Context: an optimization exercise on an open-source flow, tuned for small area. The choices shown serve that exercise and are no tape-out recipe. Only simulation tests tie the RTL to the original design; equivalence was not proved. The flow treats the clock pin as an ideal source, which a real chip does not have. Power figures rest on the tool's default switching activity, not on a simulated workload.

run A:
==> flow/design.v <==
module spi_slave(clk, rst_n, ss_n, mosi, miso, we, nwe, wdata, rgrp, rdata);
input clk, rst_n, ss_n, mosi;
output miso;
output [15:0] we, nwe;
output [7:0] wdata;
output [15:0] rgrp;
input [7:0] rdata;
reg [4:0] cnt;         
reg [3:0] ph;          
reg wpend;             
reg m1;                
reg ta, tw;            
reg [7:0] addr;        
reg [7:0] wa, wd;      
reg [7:0] rb;          
wire typ = (cnt == 5'd3);                      
wire body = (cnt >= 5'd4) & (cnt <= 5'd11);    
wire write = (cnt == 5'd11) & tw;
wire commit = wpend & (ph == wa[3:0]);
wire shift_out = (cnt >= 5'd15) & (cnt <= 5'd21);
wire bypass = commit & (wa[7:4] == addr[7:4]);
always @(posedge clk or negedge rst_n)
  if (~rst_n) begin
    cnt <= 5'd0;
    ph <= 4'd0;
    wpend <= 1'b0;
  end else begin
    ph <= ph + 4'd1;
    if (ss_n)
      cnt <= 5'd0;
    else if (cnt != 5'd31)
      cnt <= cnt + 5'd1;
    if (write)
      wpend <= 1'b1;
    else if (commit)
      wpend <= 1'b0;
  end
always @(posedge clk) begin
  m1 <= mosi;
  if (typ) begin
    ta <= ~mosi;
    tw <= mosi & ~m1;
  end
  if (body & ta)
    addr <= {addr[6:0], mosi};
  if (body & tw)
    wd <= {wd[6:0], mosi};
  if (write)
    wa <= addr;
  if (shift_out)
    rb <= {rb[6:0], 1'b0};
  else if (ph == addr[3:0])
    rb <= bypass ? wd : rdata;
end
assign miso = rb[7];
assign wdata = wd;
assign rgrp = 16'd1 << addr[7:4];
assign we = commit ? (16'd1 << wa[7:4]) : 16'd0;
assign nwe = ~we;
endmodule
module ram(clk, we, nwe, wdata, rgrp, rdata);
input clk;
input [15:0] we;       
input [15:0] nwe;      
input [7:0] wdata;
input [15:0] rgrp;     
output [7:0] rdata;    
wire [127:0] sel;
genvar g;
generate
  for (g = 0; g < 16; g = g + 1) begin : grp
    reg [127:0] r;     
    always @(posedge clk)
      r <= {r[119:0], {8{we[g]}} & wdata | {8{nwe[g]}} & r[127:120]};
    assign sel[8*g+7:8*g] = rgrp[g] ? r[127:120] : 8'd0;
  end
endgenerate
assign rdata = sel[7:0] | sel[15:8] | sel[23:16] | sel[31:24]
             | sel[39:32] | sel[47:40] | sel[55:48] | sel[63:56]
             | sel[71:64] | sel[79:72] | sel[87:80] | sel[95:88]
             | sel[103:96] | sel[111:104] | sel[119:112] | sel[127:120];
endmodule
module spi_ram(clk,rst_n,ss_n,mosi,miso);
input clk,rst_n,ss_n,mosi;
output miso;
wire [15:0] we, nwe;
wire [7:0] wdata, rdata;
wire [15:0] rgrp;
ram r(clk,we,nwe,wdata,rgrp,rdata);
spi_slave s(clk,rst_n,ss_n,mosi,miso,we,nwe,wdata,rgrp,rdata);
endmodule
export LEC_CHECK = 0
export CAP_MARGIN = 40
export CORE_MARGIN = 2
export CORE_UTILIZATION = 75
export SLEW_MARGIN = 40
export SYNTH_HIERARCHICAL = 1
create_clock -name core_clock -period 10.0 [get_ports {clk}]
standard.sh (not shown) runs the stock make flow with config.mk's settings and CLKGATE_MAP_FILE= SYNTH_SCRIPT=/design/flow/synth_recipe.tcl, a recipe that flattens the netlist after the stock synthesis.
==> flow/flow/run.sh <==
#!/bin/bash
# The standard layout, with two changes to clock tree synthesis: the sinks are
# clustered under clkbuf_8 leaf buffers without dummy loads, and afterwards
# post_cts.tcl upsizes every clock buffer whose sinks see a slow clock edge.
set -euo pipefail
here=$(pwd)
export CTS_ARGS="-sink_clustering_enable -repair_clock_nets -sink_clustering_size ${CTS_SIZE:-20} -sink_clustering_max_diameter ${CTS_DIAM:-60} -buf_list sky130_fd_sc_hd__clkbuf_8 -dont_use_dummy_load"
export POST_CTS_TCL="$here/flow/post_cts.tcl"
export CLK_SLEW_TARGET="${CLK_SLEW_TARGET:-0.115}"
bash standard.sh > "$here/standard.log" 2>&1
==> flow/flow/post_cts.tcl <==
# Make the clock edges at the flip-flops sharp enough: upsize the clock
# buffers above the leaf level to clkbuf_16, then upsize any leaf buffer
# whose flip-flop clock pins see a slew above CLK_SLEW_TARGET (ns, with
# placement-estimated parasitics), and legalize the placement.
set thr $::env(CLK_SLEW_TARGET)
set up [dict create \
  sky130_fd_sc_hd__clkbuf_1 sky130_fd_sc_hd__clkbuf_2 \
  sky130_fd_sc_hd__clkbuf_2 sky130_fd_sc_hd__clkbuf_4 \
  sky130_fd_sc_hd__clkbuf_4 sky130_fd_sc_hd__clkbuf_8 \
  sky130_fd_sc_hd__clkbuf_8 sky130_fd_sc_hd__clkbuf_16]

proc clock_loads {inst} {
  set x [get_pins -of_objects $inst -filter "direction==output"]
  return [get_pins -of_objects [get_nets -of_objects $x] -filter "direction==input"]
}

set n 0
foreach inst [get_cells clkbuf_*] {
  set inner 0
  foreach l [clock_loads $inst] {
    if {[string match *clkbuf* [get_property [get_cells -of_objects $l] ref_name]]} {
      set inner 1
    }
  }
  if {$inner && [get_property $inst ref_name] ne "sky130_fd_sc_hd__clkbuf_16"} {
    replace_cell [get_full_name $inst] sky130_fd_sc_hd__clkbuf_16
    incr n
  }
}
puts "post_cts: upsized $n clock buffers above the leaves"

for {set it 0} {$it < 4} {incr it} {
  estimate_parasitics -placement
  set drv [dict create]
  set worst 0
  set hist [dict create]
  foreach pin [get_pins -hierarchical */CLK] {
    set s [get_property $pin slew_max]
    dict incr hist [expr {int($s * 200) * 5}]
    if {$s > $worst} { set worst $s }
    if {$s > $thr} {
      foreach d [get_pins -of_objects [get_nets -of_objects $pin] -filter "direction==output"] {
        dict set drv [get_full_name [get_cells -of_objects $d]] 1
      }
    }
  }
  puts "post_cts: pass $it clock pin slews (ps bucket: pins) [lsort -stride 2 -integer $hist]"
  set n 0
  foreach inst [dict keys $drv] {
    set master [get_property [get_cells $inst] ref_name]
    if {[dict exists $up $master]} {
      replace_cell $inst [dict get $up $master]
      incr n
    }
  }
  puts "post_cts: pass $it worst clock pin slew $worst, upsized $n leaf buffers"
  if {$n == 0} { break }
}
detailed_placement
check_placement -verbose
estimate_parasitics -placement
Input-level comparison between run B and run A:
# run A
export LEC_CHECK = 0
export CAP_MARGIN = 40
export CORE_MARGIN = 2
export CORE_UTILIZATION = 75
export SLEW_MARGIN = 40
export SYNTH_HIERARCHICAL = 1
create_clock -name core_clock -period 10.0 [get_ports {clk}]
# run B
export LEC_CHECK = 0
export CAP_MARGIN = 40
export CORE_MARGIN = 2
export CORE_UTILIZATION = 60
export CTS_BUF_LIST = sky130_fd_sc_hd__clkbuf_16
export CTS_CLUSTER_DIAMETER = 80
export CTS_CLUSTER_SIZE = 32
export SLEW_MARGIN = 40
export SYNTH_HIERARCHICAL = 1
create_clock -name core_clock -period 10.0 [get_ports {clk}]
--- a/flow/flow/run.sh
+++ b/flow/flow/run.sh
@@ -7 +7 @@
-export CTS_ARGS="-sink_clustering_enable -repair_clock_nets -sink_clustering_size ${CTS_SIZE:-20} -sink_clustering_max_diameter ${CTS_DIAM:-60} -buf_list sky130_fd_sc_hd__clkbuf_8 -dont_use_dummy_load"
+export CTS_ARGS="-sink_clustering_enable -repair_clock_nets -sink_clustering_size ${CTS_SIZE:-24} -sink_clustering_max_diameter ${CTS_DIAM:-70} -buf_list sky130_fd_sc_hd__clkbuf_8 -dont_use_dummy_load"
@@ -9 +9 @@
-export CLK_SLEW_TARGET="${CLK_SLEW_TARGET:-0.115}"
+export CLK_SLEW_TARGET="${CLK_SLEW_TARGET:-0.112}"
==> flow/flow/post_cts.tcl <==
# Upsize clock buffers whose flip-flop clock pins see a slew above
# CLK_SLEW_TARGET (ns, placement-estimated parasitics), then legalize.
set thr $::env(CLK_SLEW_TARGET)
set up [dict create \
  sky130_fd_sc_hd__clkbuf_1 sky130_fd_sc_hd__clkbuf_2 \
  sky130_fd_sc_hd__clkbuf_2 sky130_fd_sc_hd__clkbuf_4 \
  sky130_fd_sc_hd__clkbuf_4 sky130_fd_sc_hd__clkbuf_8 \
  sky130_fd_sc_hd__clkbuf_8 sky130_fd_sc_hd__clkbuf_16]
for {set it 0} {$it < 4} {incr it} {
  estimate_parasitics -placement
  set drv [dict create]
  set worst 0
  foreach pin [get_pins -hierarchical */CLK] {
    set s [get_property $pin slew_max]
    if {$s > $worst} { set worst $s }
    if {$s > $thr} {
      foreach d [get_pins -of_objects [get_nets -of_objects $pin] -filter "direction==output"] {
        dict set drv [get_full_name [get_cells -of_objects $d]] 1
      }
    }
  }
  if {$it == 0} {
    set hist [dict create]
    foreach pin [get_pins -hierarchical */CLK] {
      set b [expr {int([get_property $pin slew_max] * 100) * 10}]
      dict incr hist $b
    }
    puts "post_cts: clock pin slew histogram (ps bucket: pins) [lsort -stride 2 -integer $hist]"
  }
  set n 0
  foreach inst [dict keys $drv] {
    set master [get_property [get_cells $inst] ref_name]
    if {[dict exists $up $master]} {
      replace_cell $inst [dict get $up $master]
      incr n
    }
  }
  puts "post_cts: pass $it worst clock pin slew $worst, upsized $n buffers"
  if {$n == 0} { break }
}
detailed_placement
check_placement -verbose
estimate_parasitics -placement
For the utilization, run B came in 14 points lower than run A did. Run A → run B: cell area went up 840 um2, delay of the slowest cell on the worst path has remained practically unchanged, area growth from synthesis to layout grew by 1.9 points.
The following lists how run C was set up differently from run B:
==> flow/run.sh (new file) <==
#!/bin/bash
# synth_recipe.tcl (not shown) runs the flow's synth.tcl, then flattens the netlist and writes it again
# the make line also repeats each setting of config.mk as NAME=value (left out here)
make -C /OpenROAD-flow-scripts/flow DESIGN_CONFIG=/design/flow/config.mk WORK_HOME=/design/flow/orfs CLKGATE_MAP_FILE= SYNTH_SCRIPT=/design/flow/synth_recipe.tcl finish
removed: flow/flow/run.sh
removed: flow/flow/post_cts.tcl
removed: flow/standard.sh
### Flow results
There was hardly any difference in global-route usage between run C and run B. Diff run B..run C | fraction of area in multi-input gates | negligible. Between run B and run C, the met1 capacity usage during global routing figures differ only marginally. Row worst hold slack: run C higher / run B lower. As far as highest fanout seen on the critical path goes, run C and run B are indistinguishable; the numbers are identical. The count of flip-flops with a built-in enable after synthesis of run B and that of run C are within noise of each other. Re clock power: run B was higher than run C. Clock-pin slew reported for the worst setup and hold paths after clock tree synthesis in run C vs run B: up 0.02 ns. The wire length reported for run C is smaller than that of run B by 0.58%. Number of fillers in the final layout | run C above run B. | layout overhead on the synthesized area | run C vs run B | 0.39 points lower |.
Here is what was changed in the inputs of run D compared with run C.
==> flow/flow/run.sh (new file) <==
#!/bin/bash
# The standard layout, with two changes to clock tree synthesis: the sinks are
# clustered under clkbuf_8 leaf buffers without dummy loads, and afterwards
# post_cts.tcl upsizes every clock buffer whose sinks see a slow clock edge.
set -euo pipefail
here=$(pwd)
export CTS_ARGS="-sink_clustering_enable -repair_clock_nets -sink_clustering_size ${CTS_SIZE:-24} -sink_clustering_max_diameter ${CTS_DIAM:-70} -buf_list sky130_fd_sc_hd__clkbuf_8 -dont_use_dummy_load"
export POST_CTS_TCL="$here/flow/post_cts.tcl"
export CLK_SLEW_TARGET="${CLK_SLEW_TARGET:-0.100}"
bash standard.sh > "$here/standard.log" 2>&1
==> flow/flow/post_cts.tcl (new file) <==
# Upsize clock buffers whose flip-flop clock pins see a slew above
# CLK_SLEW_TARGET (ns, placement-estimated parasitics), then legalize.
set thr $::env(CLK_SLEW_TARGET)
set up [dict create \
  sky130_fd_sc_hd__clkbuf_1 sky130_fd_sc_hd__clkbuf_2 \
  sky130_fd_sc_hd__clkbuf_2 sky130_fd_sc_hd__clkbuf_4 \
  sky130_fd_sc_hd__clkbuf_4 sky130_fd_sc_hd__clkbuf_8 \
  sky130_fd_sc_hd__clkbuf_8 sky130_fd_sc_hd__clkbuf_16]
for {set it 0} {$it < 4} {incr it} {
  estimate_parasitics -placement
  set drv [dict create]
  set worst 0
  foreach pin [get_pins -hierarchical */CLK] {
    set s [get_property $pin slew_max]
    if {$s > $worst} { set worst $s }
    if {$s > $thr} {
      foreach d [get_pins -of_objects [get_nets -of_objects $pin] -filter "direction==output"] {
        dict set drv [get_full_name [get_cells -of_objects $d]] 1
      }
    }
  }
  set n 0
  foreach inst [dict keys $drv] {
    set master [get_property [get_cells $inst] ref_name]
    if {[dict exists $up $master]} {
      replace_cell $inst [dict get $up $master]
      incr n
    }
  }
  puts "post_cts: pass $it worst clock pin slew $worst, upsized $n buffers"
  if {$n == 0} { break }
}
detailed_placement
check_placement -verbose
estimate_parasitics -placement
==> flow/standard.sh (new file) <==
#!/bin/bash
# synth_recipe.tcl (not shown) runs the flow's synth.tcl, then flattens the netlist and writes it again
# the make line also repeats each setting of config.mk as NAME=value (left out here)
make -C /OpenROAD-flow-scripts/flow DESIGN_CONFIG=/design/flow/config.mk WORK_HOME=/design/flow/orfs CLKGATE_MAP_FILE= SYNTH_SCRIPT=/design/flow/synth_recipe.tcl "${@:-finish}"
removed: flow/run.sh
Notes after the runs:
On transition time at the pin with the least slew margin: between run D and run C, it ends up lower for run C.
Run D vs. run C: total power rose 0.15 mW; utilization after layout rose 0.26 points.

---

Setup of v43:
Starts from the design.v that is shown in full above.
clock: 10.0 ns
lec_check: 0
cap_margin: 40
core_margin: 2
core_utilization: 70
slew_margin: 40
synth_hierarchical: 1
==> flow/flow/run.sh <==
#!/bin/bash
# The standard layout, with two changes to clock tree synthesis: the sinks are
# clustered under clkbuf_8 leaf buffers without dummy loads, and afterwards
# post_cts.tcl upsizes every clock buffer whose sinks see a slow clock edge.
set -euo pipefail
here=$(pwd)
export CTS_ARGS="-sink_clustering_enable -repair_clock_nets -sink_clustering_size ${CTS_SIZE:-20} -sink_clustering_max_diameter ${CTS_DIAM:-60} -buf_list sky130_fd_sc_hd__clkbuf_8 -dont_use_dummy_load"
export POST_CTS_TCL="$here/flow/post_cts.tcl"
export CLK_SLEW_TARGET="${CLK_SLEW_TARGET:-0.115}"
bash standard.sh > "$here/standard.log" 2>&1
Other scripts of this flow, unchanged in this note and not shown: flow/flow/post_cts.tcl
Relative to v43, the following input files were edited for v27:
--- a/flow/flow/run.sh
+++ b/flow/flow/run.sh
@@ -7 +7 @@
-export CTS_ARGS="-sink_clustering_enable -repair_clock_nets -sink_clustering_size ${CTS_SIZE:-20} -sink_clustering_max_diameter ${CTS_DIAM:-60} -buf_list sky130_fd_sc_hd__clkbuf_8 -dont_use_dummy_load"
+export CTS_ARGS="-sink_clustering_enable -repair_clock_nets -sink_clustering_size ${CTS_SIZE:-22} -sink_clustering_max_diameter ${CTS_DIAM:-65} -buf_list sky130_fd_sc_hd__clkbuf_8 -dont_use_dummy_load"
Findings:
| portion of total power attributed to combinational logic | v43 vs v27 | ≈ equal |. Internal cell power (higher): v27. Between v43 and v27, the flow reports overall power consumption increasing by a few percent.
The inputs of v56 differ from those of v27 as listed below.
--- a/flow/flow/run.sh
+++ b/flow/flow/run.sh
@@ -7 +7 @@
-export CTS_ARGS="-sink_clustering_enable -repair_clock_nets -sink_clustering_size ${CTS_SIZE:-22} -sink_clustering_max_diameter ${CTS_DIAM:-65} -buf_list sky130_fd_sc_hd__clkbuf_8 -dont_use_dummy_load"
+export CTS_ARGS="-sink_clustering_enable -repair_clock_nets -sink_clustering_size ${CTS_SIZE:-26} -sink_clustering_max_diameter ${CTS_DIAM:-70} -buf_list sky130_fd_sc_hd__clkbuf_8 -dont_use_dummy_load"
==> comparison <==
Number of hold-slack violations in the final timing report: v27 vs v56 identical
Both conditions hold for v56: the flow ran to the end and the final layout passed the timing, design-rule and antenna checks.
~same cell area after layout in v56 and v27
v27 leaves less setup margin than v56.

---

Setup of run 1:
Another version of the RTL of spi_ram (not shown whole).
Size: about 5 I/O pins, ~0.045 sq mm of cells after synthesis.
Settings: LEC_CHECK=0, CAP_MARGIN=40, CORE_MARGIN=2, CORE_UTILIZATION=70, SLEW_MARGIN=40, SYNTH_HIERARCHICAL=1; clock period 10.0 ns.
==> flow/flow/run.sh <==
#!/bin/bash
# The standard layout, with two changes to clock tree synthesis: the sinks are
# clustered under clkbuf_8 leaf buffers without dummy loads, and afterwards
# post_cts.tcl upsizes every clock buffer whose sinks see a slow clock edge.
set -euo pipefail
here=$(pwd)
export CTS_ARGS="-sink_clustering_enable -repair_clock_nets -sink_clustering_size ${CTS_SIZE:-12} -sink_clustering_max_diameter ${CTS_DIAM:-45} -buf_list sky130_fd_sc_hd__clkbuf_4 -dont_use_dummy_load"
export POST_CTS_TCL="$here/flow/post_cts.tcl"
export CLK_SLEW_TARGET="${CLK_SLEW_TARGET:-0.110}"
bash standard.sh > "$here/standard.log" 2>&1
==> flow/flow/post_cts.tcl <==
# Make the clock edges at the flip-flops sharp enough: upsize the clock
# buffers above the leaf level to clkbuf_16, then upsize any leaf buffer
# whose flip-flop clock pins see a slew above CLK_SLEW_TARGET (ns, with
# placement-estimated parasitics), and legalize the placement.
set thr $::env(CLK_SLEW_TARGET)
set up [dict create \
  sky130_fd_sc_hd__clkbuf_1 sky130_fd_sc_hd__clkbuf_2 \
  sky130_fd_sc_hd__clkbuf_2 sky130_fd_sc_hd__clkbuf_4 \
  sky130_fd_sc_hd__clkbuf_4 sky130_fd_sc_hd__clkbuf_8 \
  sky130_fd_sc_hd__clkbuf_8 sky130_fd_sc_hd__clkbuf_16]

proc clock_loads {inst} {
  set x [get_pins -of_objects $inst -filter "direction==output"]
  return [get_pins -of_objects [get_nets -of_objects $x] -filter "direction==input"]
}

set n 0
foreach inst [get_cells clkbuf_*] {
  set inner 0
  foreach l [clock_loads $inst] {
    if {[string match *clkbuf* [get_property [get_cells -of_objects $l] ref_name]]} {
      set inner 1
    }
  }
  if {$inner && [get_property $inst ref_name] ne "sky130_fd_sc_hd__clkbuf_16"} {
    replace_cell [get_full_name $inst] sky130_fd_sc_hd__clkbuf_16
    incr n
  }
}
puts "post_cts: upsized $n clock buffers above the leaves"

for {set it 0} {$it < 4} {incr it} {
  estimate_parasitics -placement
  set drv [dict create]
  set worst 0
  set hist [dict create]
  foreach pin [get_pins -hierarchical */CLK] {
    set s [get_property $pin slew_max]
    dict incr hist [expr {int($s * 200) * 5}]
    if {$s > $worst} { set worst $s }
    if {$s > $thr} {
      foreach d [get_pins -of_objects [get_nets -of_objects $pin] -filter "direction==output"] {
        dict set drv [get_full_name [get_cells -of_objects $d]] 1
      }
    }
  }
  puts "post_cts: pass $it clock pin slews (ps bucket: pins) [lsort -stride 2 -integer $hist]"
  set n 0
  foreach inst [dict keys $drv] {
    set master [get_property [get_cells $inst] ref_name]
    if {[dict exists $up $master]} {
      replace_cell $inst [dict get $up $master]
      incr n
    }
  }
  puts "post_cts: pass $it worst clock pin slew $worst, upsized $n leaf buffers"
  if {$n == 0} { break }
}
detailed_placement
check_placement -verbose
estimate_parasitics -placement
diff inputs: run 1 => run 2
- swapping 40 for 10 in CAP_MARGIN
- swapping 40 for 10 in SLEW_MARGIN
diff --git a/flow/flow/run.sh b/flow/flow/run.sh
--- a/flow/flow/run.sh
+++ b/flow/flow/run.sh
@@ -5,5 +5,5 @@
 set -euo pipefail
 here=$(pwd)
-export CTS_ARGS="-sink_clustering_enable -repair_clock_nets -sink_clustering_size ${CTS_SIZE:-12} -sink_clustering_max_diameter ${CTS_DIAM:-45} -buf_list sky130_fd_sc_hd__clkbuf_4 -dont_use_dummy_load"
+export CTS_ARGS="-sink_clustering_enable -repair_clock_nets -sink_clustering_size ${CTS_SIZE:-32} -sink_clustering_max_diameter ${CTS_DIAM:-70} -buf_list sky130_fd_sc_hd__clkbuf_16 -root_buf sky130_fd_sc_hd__clkbuf_16 -tree_buf sky130_fd_sc_hd__clkbuf_16 -dont_use_dummy_load"
 export POST_CTS_TCL="$here/flow/post_cts.tcl"
 export CLK_SLEW_TARGET="${CLK_SLEW_TARGET:-0.110}"
Notes after the runs:
Global-route usage: run 2 vs run 1 up 0.50 points
Run 1 → run 2: first-pass GRT wire length picked up an extra 2.7%, clock network area share lost 0.62 points.
Run 2 ran to completion and came out clean on the timing, design-rule and antenna checks.
Run 2 vs run 1 — post-route minimum period dropped 39 ps.
Run 2 vs. run 1: number of clock buffers in the layout went down by 119, maximum number of pins on one net before global-route repair went up by 15, part of the total power dissipated in sequential elements went up by 0.7 points.
Part of the power in combinational logic delta (run 1 -> run 2): insignificant
Run 2 ends up with lower total leakage power than run 1 does.
Input-level comparison between run 3 and run 2:
- swapping 70 for 75 in CORE_UTILIZATION
==> flow/flow/run.sh <==
#!/bin/bash
# The standard layout, with two changes to clock tree synthesis: the sinks are
# clustered under clkbuf_8 leaf buffers without dummy loads, and afterwards
# post_cts.tcl upsizes every clock buffer whose sinks see a slow clock edge.
set -euo pipefail
here=$(pwd)
export CTS_ARGS="-sink_clustering_enable -repair_clock_nets -sink_clustering_size ${CTS_SIZE:-34} -sink_clustering_max_diameter ${CTS_DIAM:-60} -buf_list sky130_fd_sc_hd__clkbuf_16 -dont_use_dummy_load"
export POST_CTS_TCL="$here/flow/post_cts.tcl"
export POST_FLOORPLAN_TCL="$here/flow/post_floorplan.tcl"
export CLK_SLEW_TARGET="${CLK_SLEW_TARGET:-0.110}"
bash standard.sh > "$here/standard.log" 2>&1
==> flow/flow/post_floorplan.tcl (new file) <==
# Give every logic cell that synthesis sized up its smallest drive strength;
# the repair after global placement sizes cells up again wherever slew,
# capacitance or fanout need it. Flip-flops and clock cells are left alone.
set n 0
foreach inst [get_cells *] {
  set m [get_property $inst ref_name]
  if {![regexp {^sky130_fd_sc_hd__([a-z0-9]+)_([0-9]+)$} $m -> base drv]} { continue }
  if {$drv <= 1} { continue }
  if {[regexp {^(s?e?df|dl|clk|conb|tap|fill|decap|diode|ebuf|einv|lpflow|probe)} $base]} { continue }
  set new sky130_fd_sc_hd__${base}_1
  if {[llength [get_lib_cells -quiet */$new]] == 0} { continue }
  replace_cell [get_full_name $inst] $new
  incr n
}
puts "post_floorplan: downsized $n cells"
### Flow results
Between run 2 and run 3, the fraction of standard cell area in multi-input logic does not differ in any meaningful way. Run 2 -> run 3: synthesized cell count delta 0, exact match. Run 3 against run 2: buffer count excluding the clock tree in the final layout essentially unchanged; pre-CTS setup slack decreased 100 ps; total power after layout essentially unchanged. The worst setup slack reported for run 3 is smaller than that of run 2 by 69 ps. For the post-synthesis to final-layout area growth, run 3 came in 0.42 points lower than run 2 did. Against run 2, number of vias per cell in run 3 rose by a few percent. All-layer global routing usage: run 3 higher than run 2.
> inputs changed (run 3 -> run 4)
- CORE_UTILIZATION: 75 -> 70
==> flow/flow/run.sh <==
#!/bin/bash
# The standard layout (standard.sh, with its standard synthesis), with two
# changes to clock tree synthesis: the sinks are clustered under clkbuf_16
# leaf buffers without dummy loads, and afterwards post_cts.tcl upsizes the
# clock buffers above the leaves, and any leaf buffer whose sinks see a slow
# clock edge. The make output goes to standard.log, each step's to orfs/logs.
set -euo pipefail
here=$(pwd)
export CTS_ARGS="-sink_clustering_enable -repair_clock_nets -sink_clustering_size 34 -sink_clustering_max_diameter 70 -buf_list sky130_fd_sc_hd__clkbuf_16 -dont_use_dummy_load"
export POST_CTS_TCL="$here/flow/post_cts.tcl"
export CLK_SLEW_TARGET=0.110
bash standard.sh > "$here/standard.log" 2>&1
removed: flow/flow/post_floorplan.tcl
==> comparison <==
- Run 4: full flow OK, the timing, design-rule and antenna checks passed
- Going from run 3 to run 4, via count has decreased, count of fill cells added during filler insertion has increased, global-route usage has decreased, post-detailed-routing wire length has decreased.
Changes in run 5 relative to run 4:
- changing CAP_MARGIN from 10 to 40
- changing SLEW_MARGIN from 10 to 40
==> flow/flow/run.sh <==
#!/bin/bash
# The standard layout, with two changes to clock tree synthesis: the sinks are
# clustered under clkbuf_8 leaf buffers without dummy loads, and afterwards
# post_cts.tcl upsizes every clock buffer whose sinks see a slow clock edge.
set -euo pipefail
here=$(pwd)
export CTS_ARGS="-sink_clustering_enable -repair_clock_nets -sink_clustering_size ${CTS_SIZE:-20} -sink_clustering_max_diameter ${CTS_DIAM:-60} -buf_list sky130_fd_sc_hd__clkbuf_8 -dont_use_dummy_load"
export POST_CTS_TCL="$here/flow/post_cts.tcl"
export CLK_SLEW_TARGET="${CLK_SLEW_TARGET:-0.110}"
bash standard.sh > "$here/standard.log" 2>&1
--- outcome ---
- In summary, run 4 completed successfully, with a layout that passed the timing, design-rule and antenna checks.
- Run 5 closes out successfully: all stages finished, all timing, DRC and antenna checks passed.
- Run 5 vs run 4 — HPWL reported at the end of detailed placement rose 0.62%.
- Re first-pass GRT wire length: run 4 and run 5 aren't equal, and the higher value belongs to run 4.
- Changes observed in run 5 relative to run 4: clock share of power fell 0.4 points, maximum frequency rose 1.0%, met2 capacity usage during global routing fell 3.0 points, worst slack at placement fell 27 ps, share of the clock period used by the worst path fell 0.40 points.
- NOTE maximum vdd drop run 4->run 5 increased slightly
- Worst hold slack: lower on run 5
- For power in sequential cells, run 5 and run 4 come out practically identical.
- Part of the total power dissipated in sequential elements delta for run 5 relative to run 4: 0.3 points higher
The following lists how run 6 was set up differently from run 5:
diff --git a/flow/flow/run.sh b/flow/flow/run.sh
--- a/flow/flow/run.sh
+++ b/flow/flow/run.sh
@@ -5,5 +5,5 @@
 set -euo pipefail
 here=$(pwd)
-export CTS_ARGS="-sink_clustering_enable -repair_clock_nets -sink_clustering_size ${CTS_SIZE:-20} -sink_clustering_max_diameter ${CTS_DIAM:-60} -buf_list sky130_fd_sc_hd__clkbuf_8 -dont_use_dummy_load"
+export CTS_ARGS="-sink_clustering_enable -repair_clock_nets -sink_clustering_size ${CTS_SIZE:-10} -sink_clustering_max_diameter ${CTS_DIAM:-40} -buf_list sky130_fd_sc_hd__clkbuf_4 -dont_use_dummy_load"
 export POST_CTS_TCL="$here/flow/post_cts.tcl"
 export CLK_SLEW_TARGET="${CLK_SLEW_TARGET:-0.110}"
[summary]
The internal power consumption on run 6 is in line with that on run 5. [compare] base=run 5 new=run 6: relative area of non-clock buffer cells in the final design neither gained nor lost much; part of the cycle the worst path needs neither gained nor lost much; met2 routing resource usage after global routing neither gained nor lost much; share of total power in sequential cells lost 0.5 points; slew at the pin with the worst max-slew slack picked up an extra 7.4 ps. | hold slack | run 6 vs run 5 | better |. Comparing run 5 against run 6, there is no change at all in sequential cell count. Diff run 5 -> run 6: wire length of the first global-routing pass +about 2.5%, count of clock-buffer cells in the layout grew by 114, number of vias per cell rose by about 0.6%.

[static timing again, ports no longer ideal]
In the flow no input, the clock included, has a driving cell. The finished layouts below were timed again as built, in two steps.
Step 1: set_driving_cell puts a clkbuf_16 on clk and a buf_2 on each other input, an assumption about the parent block.
Step 2 times the ports against the registers' clock, not the clock port: input delays grow and output delays shrink by t, the midpoint of the rising clock arrivals with the driver on.
Three values: ideal ports, drivers, drivers and shift; two values: the first two.
| run | shift t [ns] | setup slack, ns | worst setup path at the end | worst slew at a driven data input, ns | cell pins on the clock port's net |
|---|---|---|---|---|---|
| run A | 0.671 | 6.483 / 6.421 / 6.869 | register to register | 0.03 | 1 |
| run B | 0.808 | 6.385 / 6.324 / 6.981 | register to register | 0.03 | 1 |
| run C | 0.708 | 6.490 / 6.424 / 7.068 | register to register | 0.03 | 1 |
| run D | 0.805 | 6.387 / 6.325 / 7.046 | register to register | 0.03 | 1 |
| v43 | 0.677 | 6.492 / 6.427 / 6.937 | register to register | 0.03 | 1 |
| v27 | 0.708 | 6.430 / 6.369 / 6.958 | register to register | 0.03 | 1 |
| v56 | 0.686 | 6.480 / 6.419 / 6.936 | register to register | 0.03 | 1 |
| run 1 | 0.747 | 6.102 / 6.102 / 6.102 | register to register | 0.03 | 1 |
| run 2 | 0.687 | 6.141 / 6.141 / 6.141 | register to register | 0.03 | 1 |
| run 3 | 0.690 | 6.072 / 6.072 / 6.072 | register to register | 0.04 | 1 |
| run 4 | 0.682 | 6.096 / 6.096 / 6.096 | register to register | 0.03 | 1 |
| run 5 | 0.681 | 6.136 / 6.136 / 6.136 | register to register | 0.03 | 1 |
| run 6 | 0.743 | 6.135 / 6.135 / 6.135 | register to register | 0.03 | 1 |
After both steps every run listed still meets setup and hold.
